Background: an optimization exercise with open tools, aiming at small area. Do not read the settings as production practice.
Function was checked by simulation only, so behaviour that the tests miss may differ from the original.
Power figures rest on the tool's default switching activity, not on a simulated workload.

## flow/design.v (module list and top-level ports; edited modules follow where they fit)
// module mq: 1840 lines
module mq
     (  
	   MQ_out,
	   word_last_flag,
	   stop,
	   data_valid_pass_reg,
	   flush_over,
	   word_last_valid,
	   bit_enough_to_bpc,
	   one_codeblock_over,
	   PCXD,
	   flush,
	   clk,
	   rst,
	   rst_syn,
	   start_aga,
	   song_require,
	   block_all_bp_over);
  // ...
==> flow/run.sh <==
#!/bin/bash
# synth_recipe.tcl (not shown) runs the flow's synth.tcl, then flattens the netlist and writes it again
# the make line also repeats each setting of config.mk as NAME=value (left out here)
make -C /OpenROAD-flow-scripts/flow DESIGN_CONFIG=/design/flow/config.mk WORK_HOME=/design/flow/orfs CLKGATE_MAP_FILE= SYNTH_SCRIPT=/design/flow/synth_recipe.tcl finish
==> flow/config.mk <==
export PLATFORM = sky130hd
export DESIGN_NAME = mq
export DESIGN_NICKNAME = mq
export VERILOG_FILES = /design/flow/design.v
export SDC_FILE = /design/flow/constraint.sdc
export NUM_CORES = 4
export LEC_CHECK = 0
export ABC_AREA = 1
export CAP_MARGIN = 20
export CORE_MARGIN = 2
export CORE_UTILIZATION = 45
export CTS_CLUSTER_DIAMETER = 100
export CTS_CLUSTER_SIZE = 25
export PLACE_DENSITY = 0.6
export SLEW_MARGIN = 20
==> flow/constraint.sdc <==
create_clock -name core_clock -period 12.0 [get_ports {clk}]
set_input_delay 2.4000 -clock core_clock [delete_from_list [all_inputs] [get_ports {clk}]]
set_output_delay 2.4000 -clock core_clock [all_outputs]
set_load 0.01 [all_outputs]
==> metrics.md, run 1 <==
| Metric | Value |
|---|---|
| Top cells by count, synth | `nand2_1, inv_1, dfxtp_1, o22ai_1, nor2_1` |
| Leak | `approximately 18 nW` |
| Main synth FF type | `dfxtp_1` |
| Peak Freq | `0.1098 GHz` |
| Reg2reg start | `idx1[6]` |
| Clock skew | `between 30 and 40 ps` |
| Peak VDD IR | `0.1175 mV` |
| Max_slew headroom | `15.33%` |
| Slowest stage cell, crit path | `nor2_2` |
| Largest net degree at the start of global routing | `67` |
| Final Cell Area | `around 48000 um^2` |
| Slew Viols, Final | `0` |
| Hold-fix buffers, CTS | `0` |
| Biggest regs | `C_cp x28, C_mrp x28, C_sp x28` |
| Layout clock area frac | `under 10%` |
| Synth area leaders | `dfxtp_1, nand2_1, o22ai_1` |
| Mapped cell area | `45080 um^2` |
| Syn nets | `6614` |
| Buf/Inv on CP | `4` |
| Mux share of post-synthesis cell area | `0.4441%` |
| Max Used Layer | `met5` |
| Clk. pwr | `roughly 1.7 mW` |
| Hold path cells | `2` |
| Most frequent cells in the layout | `nand2_1, inv_1, dfxtp_1` |
| Post-Synth Adder-Cell Area | `about 3.8%` |
| CTS Sinks | `between 800 and 900` |
| Inverter count | `1075` |
| Die ar. | `approximately 100000 um^2` |
| HP Class | `reg -> reg` |
| Dpl ws | `3556 ps` |
| Biggest Area Class | `multi-input gates` |
| Post-layout util | `48.10%` |
| R2R cell count | `23` |
| Status | `no timing/DRC/antenna violations` |
| Clkbuf count | `48` |
| Total net switching power | `1.130 mW` |
| Critical Path AT | `6700 ps` |
==> inputs of run 2 (changes only) <==
--- a/flow/config.mk
+++ b/flow/config.mk
@@ -9,7 +9,7 @@
 export CAP_MARGIN = 20
 export CORE_MARGIN = 2
-export CORE_UTILIZATION = 45
+export CORE_UTILIZATION = 60
 export CTS_CLUSTER_DIAMETER = 100
 export CTS_CLUSTER_SIZE = 25
-export PLACE_DENSITY = 0.6
+export PLACE_DENSITY = 0.72
 export SLEW_MARGIN = 20
==> run 2 against run 1 <==
Routed wire length shrank 6.9%. Maximum frequency shrank 2.7%. Die area shrank 25%. Clock-buffer cell count shrank 6. Design area shrank 1.2%. Register-to-register slack lost 20 ps. Hold slack is essentially flat.
==> metrics.md, run 2 <==
| Metric | Value |
|---|---|
| Nets | `6500 (was 6504)` |
| Critical Path RT | `9600 ps (about the same)` |
| Die ar. | `77340 um^2 (was 102700 um^2)` |
| Compound-gate portion of the synthesized area | `23.19% (unchanged)` |
| RD Place Congestion | `1.042 (was 0.9726)` |
| Final WL | `154.7 mm (was 166.1 mm)` |
| Most frequent cells in the layout | `nand2_1, inv_1, dfxtp_1 (unchanged)` |
| Diodes inserted | `0 (unchanged)` |
| First-pass DRT Iterations | `6 (unchanged)` |
| # placed instances | `7264 (was 7594)` |
| Grt peak-use layer | `met2 (unchanged)` |
| Hold-fix buffers, CTS | `0 (unchanged)` |
| DR vias | `45290 (was 44460)` |
| Row count | `100 (was 116)` |
| Setup ws final | `2639 ps (was 2896 ps)` |
| Syn-to-layout area delta | `5.127% (was 6.389%)` |
| Initial antenna violation count | `2 (was 1)` |
| Top cells by count, synth | `nand2_1, inv_1, dfxtp_1, o22ai_1, nor2_1 (unchanged)` |
| Die Wd | `278.1 um (was 320.5 um)` |
| Avg Cell Area, Syn | `6.987 um^2 (unchanged)` |
| DPL Wire Length | `112.8 mm (was 121.1 mm)` |
| Peak VDD IR | `0.1424 mV (was 0.1175 mV)` |
| CTS resizes | `0 (unchanged)` |
| Largest family of logic cells by synthesized area | `compound AO/OA/AOI/OAI gates (unchanged)` |
| Initial drt markers | `5631 (was 4634)` |
| Clock skew | `45.58 ps (was 35.17 ps)` |
| Mapped Cells | `6452 (unchanged)` |
| First-pass GRT wire length | `237.3 mm (was 251.3 mm)` |
| Top-area cell type share of the netlist area | `37.88% (unchanged)` |
| Post-Synth XOR/XNOR Area | `0.9104% (unchanged)` |
| Slowest stage cell, crit path | `nor2_2 (unchanged)` |
| Clk buf depth | `3 (unchanged)` |
| Number of max-cap violations | `0 (unchanged)` |
| TritonCTS clock tree | `built (unchanged)` |
| H-tree levels | `2 (unchanged)` |
| Area fraction in and, or, nand and nor cells after synthesis | `22.48% (unchanged)` |
| GR Overflow Total | `0 (unchanged)` |
| Met2 usage in global routing | `60.62% (was 51.18%)` |
| Post-synth ARST share | `0% (unchanged)` |
| P per Cell Area | `97.13 nW/um^2 (was 98.45 nW/um^2)` |
| Vias in the first global route | `41190 (was 41130)` |
| Die Y | `278.1 um (was 320.5 um)` |
| Routing usage on met1 | `50.76% (was 42.03%)` |
| Clk root buf | `clkbuf_16 (unchanged)` |
| Remaining DRCs | `0 (unchanged)` |
| Core area | `74450 um^2 (was 99710 um^2)` |
| Worst Tran Pin Value | `1280 ps (was 1257 ps)` |
| Slew Viols, Final | `0 (unchanged)` |
| Initial core utilization | `60.55% (was 45.21%)` |
| Biggest regs | `C_cp x28, C_mrp x28, C_sp x28 (unchanged)` |
| Endpoints failing setup | `0 (unchanged)` |
| Final period demand of the worst path | `9361 ps (was 9104 ps)` |
| IO Port Bufs | `52 (unchanged)` |
| Setup tns final | `0 ps (unchanged)` |
| Dpl ws | `3435 ps (was 3556 ps)` |
| HP Class | `reg -> reg (unchanged)` |
| Post-CTS setup buffers | `0 (unchanged)` |
| DR WL/cell | `21.14 um (was 21.71 um)` |
| Critical path class | `reg -> out (unchanged)` |
| Post-Synth Adder-Cell Area | `3.819% (unchanged)` |
| Main synth FF type | `dfxtp_1 (unchanged)` |
| Final Power | `4.603 mW (was 4.722 mW)` |
| Synth unique cells | `70 (unchanged)` |
| Crit end category | `output port (unchanged)` |
| Antenna Nets Post-Route | `0 (unchanged)` |
| CTS Sinks | `853 (unchanged)` |
| Mux share of post-synthesis cell area | `0.4441% (unchanged)` |
| Total GRT Usage | `38.71% (was 31.23%)` |
| Inserted Clock Buffers | `41 (was 43)` |
| Crit Path Max Fanout | `15 (unchanged)` |
| Status | `no timing/DRC/antenna violations (unchanged)` |
| Max_slew headroom | `13.88% (was 15.33%)` |
| Total of warnings raised by yosys | `1 (unchanged)` |
| Largest net degree at the start of global routing | `177 (was 67)` |
| Critical path's largest stage delay | `560 ps (was 550 ps)` |
| Most common cell after layout, fill and taps aside | `nand2_1 (unchanged)` |
| Yosys top cell by area | `dfxtp_1 (unchanged)` |
| CP most frequent cell | `nand2_1` |
| Leak | `17.51 nW (was 17.59 nW)` |
| Syn nets | `6614 (unchanged)` |
| Sequential area share after synthesis | `37.88% (unchanged)` |
| Count leader, synth | `nand2_1 (unchanged)` |
| Final Hold Viols | `0 (unchanged)` |
| Clock transition at path regs | `100 ps (about the same)` |
| I/O pins | `53 (unchanged)` |
| Worst-Skew Late Latency | `650 ps (about the same)` |
| Non-filler cells, final | `7315 (was 7653)` |
| Tcrit/Tclk final | `78.01% (was 75.86%)` |
| Synth area leaders | `dfxtp_1, nand2_1, o22ai_1 (unchanged)` |
| CP startpoint kind | `register (unchanged)` |
| Mapped cell area | `45080 um^2 (unchanged)` |
| RSZ-0062 raised after global routing | `false (unchanged)` |
| Critical Path AT | `6960 ps (was 6700 ps)` |
| Peak Freq | `0.1068 GHz (was 0.1098 GHz)` |
| Vias/cell | `6.191 (was 5.810)` |
| Share of post-route cells with drive strength above 1 | `3.971% (was 4.123%)` |
| Number of flops mapped to enable cells by yosys | `0 (unchanged)` |
| Yosys reg bits | `853 (unchanged)` |
| Met3 Usage GRT | `5.994% (was 3.081%)` |
[run 2: changes by cell type in the layout (fill, tap and decap cells not counted), sizes merged]
cell	previous run	this run
buf	45	43
inv	1066	1064
clkbuf	48	42
clkinvlp	0	1
[run 2: layer usage]
layer  part of all wire [%]  up-vias  wire [um]
met3                    8.9      446      13800
met4                    6.5        2       9999
met5                 0.0052        -          8
li1                       -    21600          -
met1                     41    20980      62850
met2                     44     2267      68010
[run 2: cell families (layout without fill, tap and decap cells)]
kind of cell,after synthesis,after routing
AOI/OAI and AO/OA,1717,1717
xor gates and xnor gates,46,46
adders and majority gates,134,134
buffers and inverters,1327,1221
DFF,853,853
muxes,20,20
and+or+nand+nor,2355,2355
[run 2: worst paths after layout]
kind	from	endpoint	slack, ps	depth (start not counted)
worst min-delay path	C_sp[11]	C_sp[11]	460	2
worst max register to register	idx1[6]	n_index_cx18_mrp[4]	4860	25
worst max-delay path	fl_D[2]	stop	2640	33
worst min register to register	C_sp[11]	C_sp[11]	460	2
[run 2: area by class of cell]
cell class / instances / area (um^2)
inverter: 1075 / 4041
tap: 969 / 1212
clock inverter: 9 / 145.1
clock buffer: 42 / 1030
sequential: 853 / 17080
fill: 6996 / 27060
timing repair buffer: 95 / 855.8
multi-input combinational: 4272 / 23030
[run 2: critical path, delay by kind of cell (launching register included)]
family,cells,cell delay (ps)
flops,1,520
compound gates,3,600
buf+inv,5,920
fa+ha+maj,3,910
simple gates,22,3370
[run 2: metrics by stage]
step	utilization (%)	hold WS, ps	area [um^2]
after floorplan	-	419.5	45080
after global placement	62.06	435.0	46200
after detailed placement	62.08	441.4	46210
after CTS	63.66	458.9	47390
after global routing	63.66	484.0	47390
final	63.66	458.1	47390
[run 2: where the power goes]
group | total [mW] | leakage, nW | internal, mW | switching, mW
Clock | 1.62 | 0.571 | 0.659 | 0.959
Combinational | 0.147 | 10.1 | 0.0362 | 0.110
Sequential | 2.84 | 6.89 | 2.83 | 0.00421
==> inputs of run 3 (changes only) <==
--- a/flow/config.mk
+++ b/flow/config.mk
@@ -11,5 +11,5 @@
 export CORE_UTILIZATION = 60
 export CTS_CLUSTER_DIAMETER = 100
-export CTS_CLUSTER_SIZE = 25
+export CTS_CLUSTER_SIZE = 28
 export PLACE_DENSITY = 0.72
 export SLEW_MARGIN = 20
==> run 3 against run 2 <==
Global-route usage is 0.075 points lower. Still clean. Non-clock buffer count unchanged. Critical path type unchanged. Critical path depth shrank 2.
==> metrics.md, run 3 <==
| Metric | Value |
|---|---|
| DPL Wire Length | `112.8 mm (unchanged)` |
| Nets | `6496 (was 6500)` |
| Yosys reg bits | `853 (unchanged)` |
| Endpoints failing setup | `0 (unchanged)` |
| Internal | `3.502 mW (was 3.529 mW)` |
| Setup tns final | `0 ps (unchanged)` |
| Clk pwr share | `34.3% (was 35.2%)` |
| Peak Freq | `0.1063 GHz (was 0.1068 GHz)` |
| Worst Tran Pin Value | `1330 ps (was 1280 ps)` |
| Die ar. | `77340 um^2 (unchanged)` |
| Max Used Layer | `met4 (was met5)` |
| Non-filler cells, final | `7309 (was 7315)` |
| Final Hold Viols | `0 (unchanged)` |
| Biggest regs | `C_cp x28, C_mrp x28, C_sp x28 (unchanged)` |
| Critical Path RT | `9600 ps (about the same)` |
| Vias in the first global route | `41040 (was 41190)` |
| Leak | `17.47 nW (was 17.51 nW)` |
| Diodes inserted | `0 (unchanged)` |
| Total net switching power | `1.042 mW (was 1.074 mW)` |
| Yosys top cell by area | `dfxtp_1 (unchanged)` |
| Peak VDD IR | `0.1453 mV (was 0.1424 mV)` |
| Final Cell Area | `47320 um^2 (was 47390 um^2)` |
| RD Place Congestion | `1.042 (unchanged)` |
| CTS Sinks | `853 (unchanged)` |
| Combinational share of power | `3.2% (about the same)` |
| Largest net degree at the start of global routing | `177 (unchanged)` |
| Top-area cell type share of the netlist area | `37.88% (unchanged)` |
| Post-synth ARST share | `0% (unchanged)` |
| Top cells by count, synth | `nand2_1, inv_1, dfxtp_1, o22ai_1, nor2_1 (unchanged)` |
| Synth unique cells | `70 (unchanged)` |
| # placed instances | `7264 (unchanged)` |
| Final period demand of the worst path | `9412 ps (was 9361 ps)` |
| Number of max-cap violations | `0 (unchanged)` |
| Tcrit/Tclk final | `78.43% (was 78.01%)` |
| Status | `no timing/DRC/antenna violations (unchanged)` |
| Slew Viols, Final | `0 (unchanged)` |
| Hold-fix buffers, CTS | `0 (unchanged)` |
| Crit Path Max Fanout | `15 (unchanged)` |
| Share of post-route cells with drive strength above 1 | `3.896% (was 3.971%)` |
| TritonCTS clock tree | `built (unchanged)` |
| DP Area | `46210 um^2 (unchanged)` |
| Final WL | `154.7 mm (about the same)` |
| Die Wd | `278.1 um (unchanged)` |
| Clk buf depth | `3 (unchanged)` |
| Final Power | `4.544 mW (was 4.603 mW)` |
| Clock transition at path regs | `110 ps (was 100 ps)` |
| Die Y | `278.1 um (unchanged)` |
| P per Cell Area | `96.04 nW/um^2 (was 97.13 nW/um^2)` |
| Total of warnings raised by yosys | `1 (unchanged)` |
| Remaining DRCs | `0 (unchanged)` |
| Crit end category | `output port (unchanged)` |
| Net Sw Frac | `22.93% (was 23.33%)` |
| Inserted Clock Buffers | `37 (was 41)` |
| CP most frequent cell | `nand3_1 (was nand2_1)` |
| Worst-Skew Late Latency | `640 ps (was 650 ps)` |
| Initial antenna violation count | `1 (was 2)` |
| Max_slew headroom | `10.50% (was 13.88%)` |
| Syn nets | `6614 (unchanged)` |
| DR vias | `45320 (was 45290)` |
| I/O pins | `53 (unchanged)` |
| First-pass DRT Iterations | `6 (unchanged)` |
| Main synth FF type | `dfxtp_1 (unchanged)` |
| Critical Path AT | `7010 ps (was 6960 ps)` |
| Row count | `100 (unchanged)` |
| Clk root buf | `clkbuf_16 (unchanged)` |
| Synth area leaders | `dfxtp_1, nand2_1, o22ai_1 (unchanged)` |
| Count leader, synth | `nand2_1 (unchanged)` |
| Mapped cell area | `45080 um^2 (unchanged)` |
| WL met1 | `62.72 mm (was 62.85 mm)` |
| Routed met3 length | `14.07 mm (was 13.80 mm)` |
| Number of flops mapped to enable cells by yosys | `0 (unchanged)` |
| Slowest stage cell, crit path | `nor2_2 (unchanged)` |
| Clock skew | `44.85 ps (was 45.58 ps)` |
| Avg Cell Area, Syn | `6.987 um^2 (unchanged)` |
| First-pass GRT wire length | `236.7 mm (was 237.3 mm)` |
| H-tree levels | `2 (unchanged)` |
| IO Port Bufs | `52 (unchanged)` |
| Reg2reg setup slack | `4930 ps (was 4860 ps)` |
| Most frequent cells in the layout | `nand2_1, inv_1, dfxtp_1 (unchanged)` |
| Antenna Nets Post-Route | `0 (unchanged)` |
| Met2 wire len | `67.85 mm (was 68.01 mm)` |
| Initial drt markers | `5420 (was 5631)` |
| Post-CTS setup buffers | `0 (unchanged)` |
| Core area | `74450 um^2 (unchanged)` |
| CP startpoint kind | `register (unchanged)` |
| Vias/cell | `6.200 (was 6.191)` |
| RSZ-0062 raised after global routing | `false (unchanged)` |
| CTS resizes | `0 (unchanged)` |
| Sequential share of power | `62.5% (was 61.6%)` |
| Syn-to-layout area delta | `4.963% (was 5.127%)` |
| GR Overflow Total | `0 (unchanged)` |
| Critical path's largest stage delay | `580 ps (was 560 ps)` |
| DR WL/cell | `21.17 um (was 21.14 um)` |
| Sequential area share after synthesis | `37.88% (unchanged)` |
| HP Class | `reg -> reg (unchanged)` |
| Mapped Cells | `6452 (unchanged)` |
| Initial core utilization | `60.55% (unchanged)` |
| Total GRT Usage | `38.63% (was 38.71%)` |
| # fillers | `7010 (was 6996)` |
| Most common cell after layout, fill and taps aside | `nand2_1 (unchanged)` |
| Post-layout util | `63.56% (was 63.66%)` |
| Critical path class | `reg -> out (unchanged)` |
[run 3: cell counts after synthesis]
No cell type changed its count.
[run 3: metal layers]
| metal | GRT usage [%] | vias up |
|---|---|---|
| met1 | 50.82 | 20910 |
| met5 | 0 | - |
| met4 | 22.25 | 0 |
| met3 | 5.583 | 453 |
| li1 | - | 21580 |
| met2 | 60.74 | 2386 |
[run 3: logic make-up after synthesis]
logic type,count (synthesis),share of synthesized area (%)
fa+ha+maj,134,3.819
flops,853,37.88
simple gates,2355,22.48
buf+inv,1327,11.27
compound gates,1717,23.19
mux,20,0.4441
xor+xnor,46,0.9104
[run 3: path summary, 6_finish.rpt]
kind,start,to,depth (start not counted)
max,fl_D[2],stop,31
min,C_cp[20],C_cp[20],2
max reg2reg,idx1[6],n_index_cx18_mrp[4],25
min reg2reg,C_cp[20],C_cp[20],2
[run 3: metrics by stage]
stage | setup slack [ps] | hold slack [ps]
3_5_place_dp | 3435 | 441.4
6_report | 2588 | 460.8
3_3_place_gp | 3465 | 435.0
5_1_grt | 2096 | 485.4
2_1_floorplan | 5215 | 419.5
4_1_cts | 2709 | 460.8
[run 3: area by class of cell]
cell class	count	area, um^2	area share, %
multi-input cells	4272	23030	48.67
flip-flops and latches	853	17080	36.09
inverters	1075	4041	8.541
well taps	969	1212	2.562
clock buffers	38	950.9	2.010
repair buffers	95	855.8	1.809
clock inverters	7	150.1	0.3173
[run 3: worst max-delay path, delay by kind of cell, from the launching register on]
family,cells,cell delay (ps)
simple gates,21,3500
compound gates,3,590
fa+ha+maj,3,890
buf+inv,4,890
flops,1,520
[run 3: power by group through the flow]
stage	combinational, mW	sequential, mW	clock (mW)
floorplan	0.0902	2.90	0
finish	0.146	2.84	1.56
detailed placement	0.141	2.90	0
CTS	0.142	2.84	1.57
global placement	0.140	2.90	0
global route	0.156	2.84	1.66
==> inputs of run 4 (changes only) <==
--- a/flow/config.mk
+++ b/flow/config.mk
@@ -9,7 +9,7 @@
 export CAP_MARGIN = 20
 export CORE_MARGIN = 2
-export CORE_UTILIZATION = 60
+export CORE_UTILIZATION = 70
 export CTS_CLUSTER_DIAMETER = 100
-export CTS_CLUSTER_SIZE = 28
-export PLACE_DENSITY = 0.72
+export CTS_CLUSTER_SIZE = 25
+export PLACE_DENSITY = 0.8
 export SLEW_MARGIN = 20
==> run 4 against run 3 <==
Power is 0.84% higher. Maximum frequency is 0.36% higher. Design area down 0.25%. Die area shrank 14%. Synthesized cell count stayed put. Clock skew is 10 ps higher. Combinational power hardly changed. Area after synthesis did not move. Clock-buffer cell count increased by 4. Still clean on timing, DRC and antenna. Sequential power barely moved. Cell count down 1.5%.
==> metrics.md, run 4 <==
| Metric | Value |
|---|---|
| Worst Tran Pin Value | `1302 ps (was 1330 ps)` |
| Peak VDD IR | `0.1331 mV (was 0.1453 mV)` |
| Clock skew | `54.86 ps (was 44.85 ps)` |
| RSZ-0062 raised after global routing | `false (unchanged)` |
| Biggest regs | `C_cp x28, C_mrp x28, C_sp x28 (unchanged)` |
| Top cells by count, synth | `nand2_1, inv_1, dfxtp_1, o22ai_1, nor2_1 (unchanged)` |
| Synth area leaders | `dfxtp_1, nand2_1, o22ai_1 (unchanged)` |
| Critical Path AT | `6980 ps (was 7010 ps)` |
| Net Sw Frac | `23.40% (was 22.93%)` |
| Slew Viols, Final | `0 (unchanged)` |
| Die Y | `257.8 um (was 278.1 um)` |
| Number of flops mapped to enable cells by yosys | `0 (unchanged)` |
| Tcrit/Tclk final | `78.15% (was 78.43%)` |
| Nets | `6498 (was 6496)` |
| DR vias | `47480 (was 45320)` |
| Worst-Skew Late Latency | `660 ps (was 640 ps)` |
| Slowest stage cell, crit path | `clkdlybuf4s50_1 (was nor2_2)` |
| TritonCTS clock tree | `built (unchanged)` |
| Mapped Cells | `6452 (unchanged)` |
| IO Port Bufs | `52 (unchanged)` |
| P per Cell Area | `97.09 nW/um^2 (was 96.04 nW/um^2)` |
| Post-layout util | `73.62% (was 63.56%)` |
| Avg Cell Area, Syn | `6.987 um^2 (unchanged)` |
| Final Cell Area | `47200 um^2 (was 47320 um^2)` |
| Final period demand of the worst path | `9378 ps (was 9412 ps)` |
| # placed instances | `7147 (was 7264)` |
| Yosys top cell by area | `dfxtp_1 (unchanged)` |
| GR Overflow Total | `0 (unchanged)` |
| Initial antenna violation count | `0 (was 1)` |
| Sequential area share after synthesis | `37.88% (unchanged)` |
| DPL Wire Length | `112.2 mm (was 112.8 mm)` |
| Hold Crit Start | `C_cp[25] (was C_cp[20])` |
| Hold-fix buffers, CTS | `0 (unchanged)` |
| Row count | `93 (was 100)` |
| Total net switching power | `1.072 mW (was 1.042 mW)` |
| Most frequent cells in the layout | `nand2_1, inv_1, dfxtp_1 (unchanged)` |
| Diodes inserted | `0 (unchanged)` |
| Combinational share of power | `3.2% (about the same)` |
| Status | `no timing/DRC/antenna violations (unchanged)` |
| First-pass DRT Iterations | `9 (was 6)` |
| Clk pwr share | `34.9% (was 34.3%)` |
| Die Wd | `257.8 um (was 278.1 um)` |
| I/O pins | `53 (unchanged)` |
| Main synth FF type | `dfxtp_1 (unchanged)` |
| Final WL | `155.8 mm (was 154.7 mm)` |
| Dpl ws | `3545 ps (was 3435 ps)` |
| Most common cell after layout, fill and taps aside | `nand2_1 (unchanged)` |
| Number of max-cap violations | `0 (unchanged)` |
| Max_slew headroom | `12.39% (was 10.50%)` |
| RD Place Congestion | `1.077 (was 1.042)` |
| Syn nets | `6614 (unchanged)` |
| Syn-to-layout area delta | `4.705% (was 4.963%)` |
| Final Hold Viols | `0 (unchanged)` |
| HP Class | `reg -> reg (unchanged)` |
| DP Area | `46030 um^2 (was 46210 um^2)` |
| Crit Path Max Fanout | `15 (unchanged)` |
| Total GRT Usage | `45.24% (was 38.63%)` |
| Clock transition at path regs | `110 ps (about the same)` |
| Die ar. | `66440 um^2 (was 77340 um^2)` |
| Critical path's largest stage delay | `630 ps (was 580 ps)` |
| Final Power | `4.583 mW (was 4.544 mW)` |
| Peak Freq | `0.1066 GHz (was 0.1063 GHz)` |
| Post-synth ARST share | `0% (unchanged)` |
| First-pass GRT wire length | `241.4 mm (was 236.7 mm)` |
| Critical Path RT | `9600 ps (about the same)` |
| Remaining DRCs | `0 (unchanged)` |
| CP startpoint kind | `register (unchanged)` |
| Antenna Nets Post-Route | `0 (unchanged)` |
| Clk root buf | `clkbuf_16 (unchanged)` |
| Leak | `17.49 nW (was 17.47 nW)` |
| Count leader, synth | `nand2_1 (unchanged)` |
| Setup ws final | `2622 ps (was 2588 ps)` |
| DR WL/cell | `21.65 um (was 21.17 um)` |
| Top-area cell type share of the netlist area | `37.88% (unchanged)` |
| Hold WS | `458.8 ps (was 460.8 ps)` |
| Endpoints failing setup | `0 (unchanged)` |
| CTS Sinks | `853 (unchanged)` |
| Largest net degree at the start of global routing | `74 (was 177)` |
| Total of warnings raised by yosys | `1 (unchanged)` |
| Setup tns final | `0 ps (unchanged)` |
| H-tree levels | `2 (unchanged)` |
| Initial core utilization | `70.31% (was 60.55%)` |
| Vias/cell | `6.598 (was 6.200)` |
| Yosys reg bits | `853 (unchanged)` |
| Reg2reg start | `idx1[6] (unchanged)` |
| Share of post-route cells with drive strength above 1 | `3.926% (was 3.896%)` |
| Sequential share of power | `61.9% (was 62.5%)` |
| Post-CTS setup buffers | `0 (unchanged)` |
| Initial drt markers | `6969 (was 5420)` |
| Synth unique cells | `70 (unchanged)` |
| Crit. Startpoint | `fl_D[2] (unchanged)` |
| Mapped cell area | `45080 um^2 (unchanged)` |
| Vias in the first global route | `44070 (was 41040)` |
| Core area | `64120 um^2 (was 74450 um^2)` |
| Crit end category | `output port (unchanged)` |
| Internal | `3.510 mW (was 3.502 mW)` |
| Critical path class | `reg -> out (unchanged)` |
| Clk buf depth | `3 (unchanged)` |
| Inserted Clock Buffers | `41 (was 37)` |
| CTS resizes | `0 (unchanged)` |
| Non-filler cells, final | `7197 (was 7309)` |
run 4: critical path: cells and delay by family (launching register included):
kind	cells	cell delay [ps]
xor gates and xnor gates	1	170
buffers and inverters	4	1000
DFF	1	540
adders and majority gates	3	860
and+or+nand+nor	19	3190
AOI/OAI and AO/OA	3	580
run 4: cell type report:
cell class	count	area, um^2
multi-input combinational	4272	23030
fill	4937	16920
tap	855	1070
inverter	1075	4041
clock buffer	42	1040
clock inverter	7	115.1
timing repair buffer	93	828.3
sequential	853	17080
run 4: power groups by stage:
stage | sequential, mW | combinational (mW) | clock [mW]
2_1_floorplan | 2.90 | 0.0902 | 0
3_3_place_gp | 2.90 | 0.135 | 0
3_5_place_dp | 2.90 | 0.138 | 0
4_1_cts | 2.84 | 0.139 | 1.58
5_1_grt | 2.84 | 0.154 | 1.68
6_report | 2.84 | 0.146 | 1.60
run 4: logic make-up after synthesis:
group           synth area share, %
simple gates                  22.48
fa+ha+maj                     3.819
xor+xnor                     0.9104
buf+inv                       11.27
flops                         37.88
mux                          0.4441
compound gates                23.19
run 4: worst paths after layout:
check | cells after the start | slack (ps) | endpoint
setup / recovery | 30 | 2620 | stop
setup reg to reg | 24 | 5200 | n_index_cx11_cp[1]
hold reg to reg | 2 | 460 | C_cp[25]
hold / removal | 2 | 460 | C_cp[25]
run 4: per-layer routing:
layer	global-route usage (%)	up-vias	routed length, um
met5	0	-	0
met4	32.11	0	13100
met3	8.844	837	18680
met2	70.24	3526	67320
met1	56.60	21530	56710
li1	-	21590	-
==> inputs of run 5 (changes only) <==
--- a/flow/config.mk
+++ b/flow/config.mk
@@ -10,4 +10,5 @@
 export CORE_MARGIN = 2
 export CORE_UTILIZATION = 70
+export CTS_BUF_LIST = sky130_fd_sc_hd__clkbuf_8 sky130_fd_sc_hd__clkbuf_16
 export CTS_CLUSTER_DIAMETER = 100
 export CTS_CLUSTER_SIZE = 25
==> run 5 against run 4 <==
Sequential share of layout area unchanged. Largest cell class unchanged. Highest routed layer unchanged. Critical path depth unchanged. Die area unchanged. Flip-flop and latch count unchanged. Maximum frequency unchanged. Non-clock buffer count unchanged. Still clean. Combinational power about the same. Clock-buffer cell count unchanged. Power unchanged. Register-to-register slack about the same. Clock skew unchanged. Area after synthesis unchanged.
==> metrics.md, run 5 <==
| Metric | Value |
|---|---|
| Status | `no timing/DRC/antenna violations (unchanged)` |
| DR WL/cell | `21.65 um (unchanged)` |
| Initial core utilization | `70.31% (unchanged)` |
| IO Port Bufs | `52 (unchanged)` |
| Inserted Clock Buffers | `41 (unchanged)` |
| DPL Wire Length | `112.2 mm (unchanged)` |
| Share of post-route cells with drive strength above 1 | `3.926% (unchanged)` |
| Hold-fix buffers, CTS | `0 (unchanged)` |
| R2R cell count | `24 (unchanged)` |
| Peak VDD IR | `0.1331 mV (unchanged)` |
| Crit end category | `output port (unchanged)` |
| RSZ-0062 raised after global routing | `false (unchanged)` |
| RD Place Congestion | `1.077 (unchanged)` |
| CTS resizes | `0 (unchanged)` |
| Crit. Startpoint | `fl_D[2] (unchanged)` |
| Max_slew headroom | `12.39% (unchanged)` |
| Post-synth ARST share | `0% (unchanged)` |
| Worst Tran Pin Value | `1302 ps (unchanged)` |
| Top cells by count, synth | `nand2_1, inv_1, dfxtp_1, o22ai_1, nor2_1 (unchanged)` |
| Register area | `17080 um^2 (unchanged)` |
| Core area | `64120 um^2 (unchanged)` |
| Critical path class | `reg -> out (unchanged)` |
| Post-CTS setup buffers | `0 (unchanged)` |
| Number of flops mapped to enable cells by yosys | `0 (unchanged)` |
| Final period demand of the worst path | `9378 ps (unchanged)` |
| P per Cell Area | `97.09 nW/um^2 (unchanged)` |
| GR Overflow Total | `0 (unchanged)` |
| Clk buf depth | `3 (unchanged)` |
| Internal | `3.510 mW (unchanged)` |
| First-pass DRT Iterations | `9 (unchanged)` |
| Post-layout util | `73.62% (unchanged)` |
| Total of warnings raised by yosys | `1 (unchanged)` |
| Row count | `93 (unchanged)` |
| Non-filler cells, final | `7197 (unchanged)` |
| Most common cell after layout, fill and taps aside | `nand2_1 (unchanged)` |
| Dpl ws | `3545 ps (unchanged)` |
| Clk pwr share | `34.9% (about the same)` |
| Reg2reg start | `idx1[6] (unchanged)` |
| Final Hold Viols | `0 (unchanged)` |
| Worst-Skew Late Latency | `660 ps (about the same)` |
| Synth area leaders | `dfxtp_1, nand2_1, o22ai_1 (unchanged)` |
| Crit Path Max Fanout | `15 (unchanged)` |
| # fillers | `4937 (unchanged)` |
| Syn-to-layout area delta | `4.705% (unchanged)` |
| Nets | `6498 (unchanged)` |
| Setup ws final | `2622 ps (unchanged)` |
| First-pass GRT wire length | `241.4 mm (unchanged)` |
| Biggest regs | `C_cp x28, C_mrp x28, C_sp x28 (unchanged)` |
| Slowest stage cell, crit path | `clkdlybuf4s50_1 (unchanged)` |
| Total GRT Usage | `45.24% (unchanged)` |
| CP startpoint kind | `register (unchanged)` |
| Initial drt markers | `6969 (unchanged)` |
| Syn nets | `6614 (unchanged)` |
| Multi-input combinational cell area | `23030 um^2 (unchanged)` |
| Combinational share of power | `3.2% (about the same)` |
| Synth unique cells | `70 (unchanged)` |
| Die Wd | `257.8 um (unchanged)` |
| Top-area cell type share of the netlist area | `37.88% (unchanged)` |
| Vias in the first global route | `44070 (unchanged)` |
| Initial antenna violation count | `0 (unchanged)` |
| Count leader, synth | `nand2_1 (unchanged)` |
| Critical Path AT | `6980 ps (about the same)` |
| Sequential share of power | `61.9% (about the same)` |
| I/O pins | `53 (unchanged)` |
| Clock skew | `54.86 ps (unchanged)` |
| Mapped Cells | `6452 (unchanged)` |
| Largest net degree at the start of global routing | `74 (unchanged)` |
| Die ar. | `66440 um^2 (unchanged)` |
| Slew Viols, Final | `0 (unchanged)` |
| Die Y | `257.8 um (unchanged)` |
| Total net switching power | `1.072 mW (unchanged)` |
| Net Sw Frac | `23.40% (unchanged)` |
| H-tree levels | `2 (unchanged)` |
| Number of max-cap violations | `0 (unchanged)` |
| Reg2reg setup slack | `5200 ps (about the same)` |
| Critical Path RT | `9600 ps (about the same)` |
| CTS Sinks | `853 (unchanged)` |
| TritonCTS clock tree | `built (unchanged)` |
| Diodes inserted | `0 (unchanged)` |
| Antenna Nets Post-Route | `0 (unchanged)` |
| Yosys top cell by area | `dfxtp_1 (unchanged)` |
| Final WL | `155.8 mm (unchanged)` |
| Leak | `17.49 nW (unchanged)` |
| Yosys reg bits | `853 (unchanged)` |
| Setup tns final | `0 ps (unchanged)` |
| Final Power | `4.583 mW (unchanged)` |
| Critical path's largest stage delay | `630 ps (about the same)` |
| Endpoints failing setup | `0 (unchanged)` |
| Remaining DRCs | `0 (unchanged)` |
| Clock transition at path regs | `110 ps (about the same)` |
| Main synth FF type | `dfxtp_1 (unchanged)` |
| Vias/cell | `6.598 (unchanged)` |
| HP Class | `reg -> reg (unchanged)` |
| Mapped cell area | `45080 um^2 (unchanged)` |
| Clk root buf | `clkbuf_16 (unchanged)` |
| Avg Cell Area, Syn | `6.987 um^2 (unchanged)` |
| Reg2reg end | `n_index_cx11_cp[1] (unchanged)` |
| Peak Freq | `0.1066 GHz (unchanged)` |
| # placed instances | `7147 (unchanged)` |
| DR vias | `47480 (unchanged)` |
| Sequential area share after synthesis | `37.88% (unchanged)` |
| CP endpoint | `stop (unchanged)` |
| Most frequent cells in the layout | `nand2_1, inv_1, dfxtp_1 (unchanged)` |
| Tcrit/Tclk final | `78.15% (unchanged)` |
## run 5: cell counts in the layout (fill, tap and decap cells not counted)
Identical to the previous run, type by type.
## run 5: stage by stage
stage	cell area, um^2	hold slack, ps
2_1_floorplan	45080	419.5
3_3_place_gp	46030	432.8
3_5_place_dp	46030	441.8
4_1_cts	47190	459.6
5_1_grt	47200	472.9
6_report	47200	458.8
## run 5: kinds of logic (layout without fill, tap and decap cells)
logic type / Yosys count / count (layout) / synth area share [%]
muxes: 20 / 20 / 0.4441
adders and majority gates: 134 / 134 / 3.819
AOI/OAI and AO/OA: 1717 / 1717 / 23.19
xor gates and xnor gates: 46 / 46 / 0.9104
buffers and inverters: 1327 / 1217 / 11.27
and+or+nand+nor: 2355 / 2355 / 22.48
DFF: 853 / 853 / 37.88
## run 5: area by class of cell
cell class,count,area share (%)
clock buffer,42,2.203
clock inverter,7,0.2439
inverter,1075,8.562
multi-input combinational,4272,48.79
sequential,853,36.18
tap,855,2.267
timing repair buffer,93,1.755
## run 5: worst min-delay path by stage
stage / from / to / slack (ps) / depth (start not counted)
after CTS: C_cp[25] / C_cp[25] / 460 / 2
after global routing: C_sp[27] / C_sp[27] / 470 / 2
after floorplan: C_cp[21] / C_cp[21] / 420 / 2
final: C_cp[25] / C_cp[25] / 460 / 2
after global placement: C_cp[20] / C_cp[20] / 430 / 2
after detailed placement: C_cp[20] / C_cp[20] / 440 / 2
## run 5: power groups by stage
stage	combinational [mW]	clock, mW	sequential [mW]
after floorplan	0.0902	0	2.90
after global placement	0.135	0	2.90
after detailed placement	0.138	0	2.90
after CTS	0.139	1.58	2.84
after global routing	0.154	1.68	2.84
final	0.146	1.60	2.84
## run 5: worst max-delay path, delay by kind of cell, from the launching register on
family | cells | cell delay (ps)
compound gates | 3 | 580
xor+xnor | 1 | 170
fa+ha+maj | 3 | 860
buf+inv | 4 | 1000
flops | 1 | 540
simple gates | 19 | 3190
## run 5: per-layer routing
layer / wire [um] / global-route usage, % / vias up
met5: 0 / 0 / -
met4: 13100 / 32.11 / 0
met3: 18680 / 8.844 / 837
met2: 67320 / 70.24 / 3526
met1: 56710 / 56.60 / 21530
li1: - / - / 21590

==> port drivers added, routing unchanged <==
In the flow no input, the clock included, has a driving cell. The finished layouts below were timed again as built, in two steps.
Step 1, drivers: a clkbuf_16 drives clk and a buf_2 each remaining input, both assumed.
Step 2 adds t to the input delays and takes it off the output delays; t is the mean of the earliest and latest rising clock arrival at the registers after step 1. Input paths then give back, and output paths get back, about the clock's delay inside the block.
a / b / c = ideal / step 1 / step 2; a / b = the first two.
| run | t (ns) | slack for setup (ns) | worst register clock-pin slew, ns | pins driven straight from the clock port |
|---|---|---|---|---|
| run 1 | 0.701 | 2.896 / 2.832 / 3.533 | 0.11 / 0.11 | 1 |
| run 2 | 0.699 | 2.639 / 2.572 / 3.270 | 0.11 / 0.11 | 1 |
| run 3 | 0.681 | 2.588 / 2.520 / 3.201 | 0.12 / 0.12 | 1 |
| run 4 | 0.698 | 2.622 / 2.559 / 3.256 | 0.11 / 0.11 | 1 |
| run 5 | 0.698 | 2.622 / 2.559 / 3.256 | 0.11 / 0.11 | 1 |
After both steps every run listed still meets setup and hold.
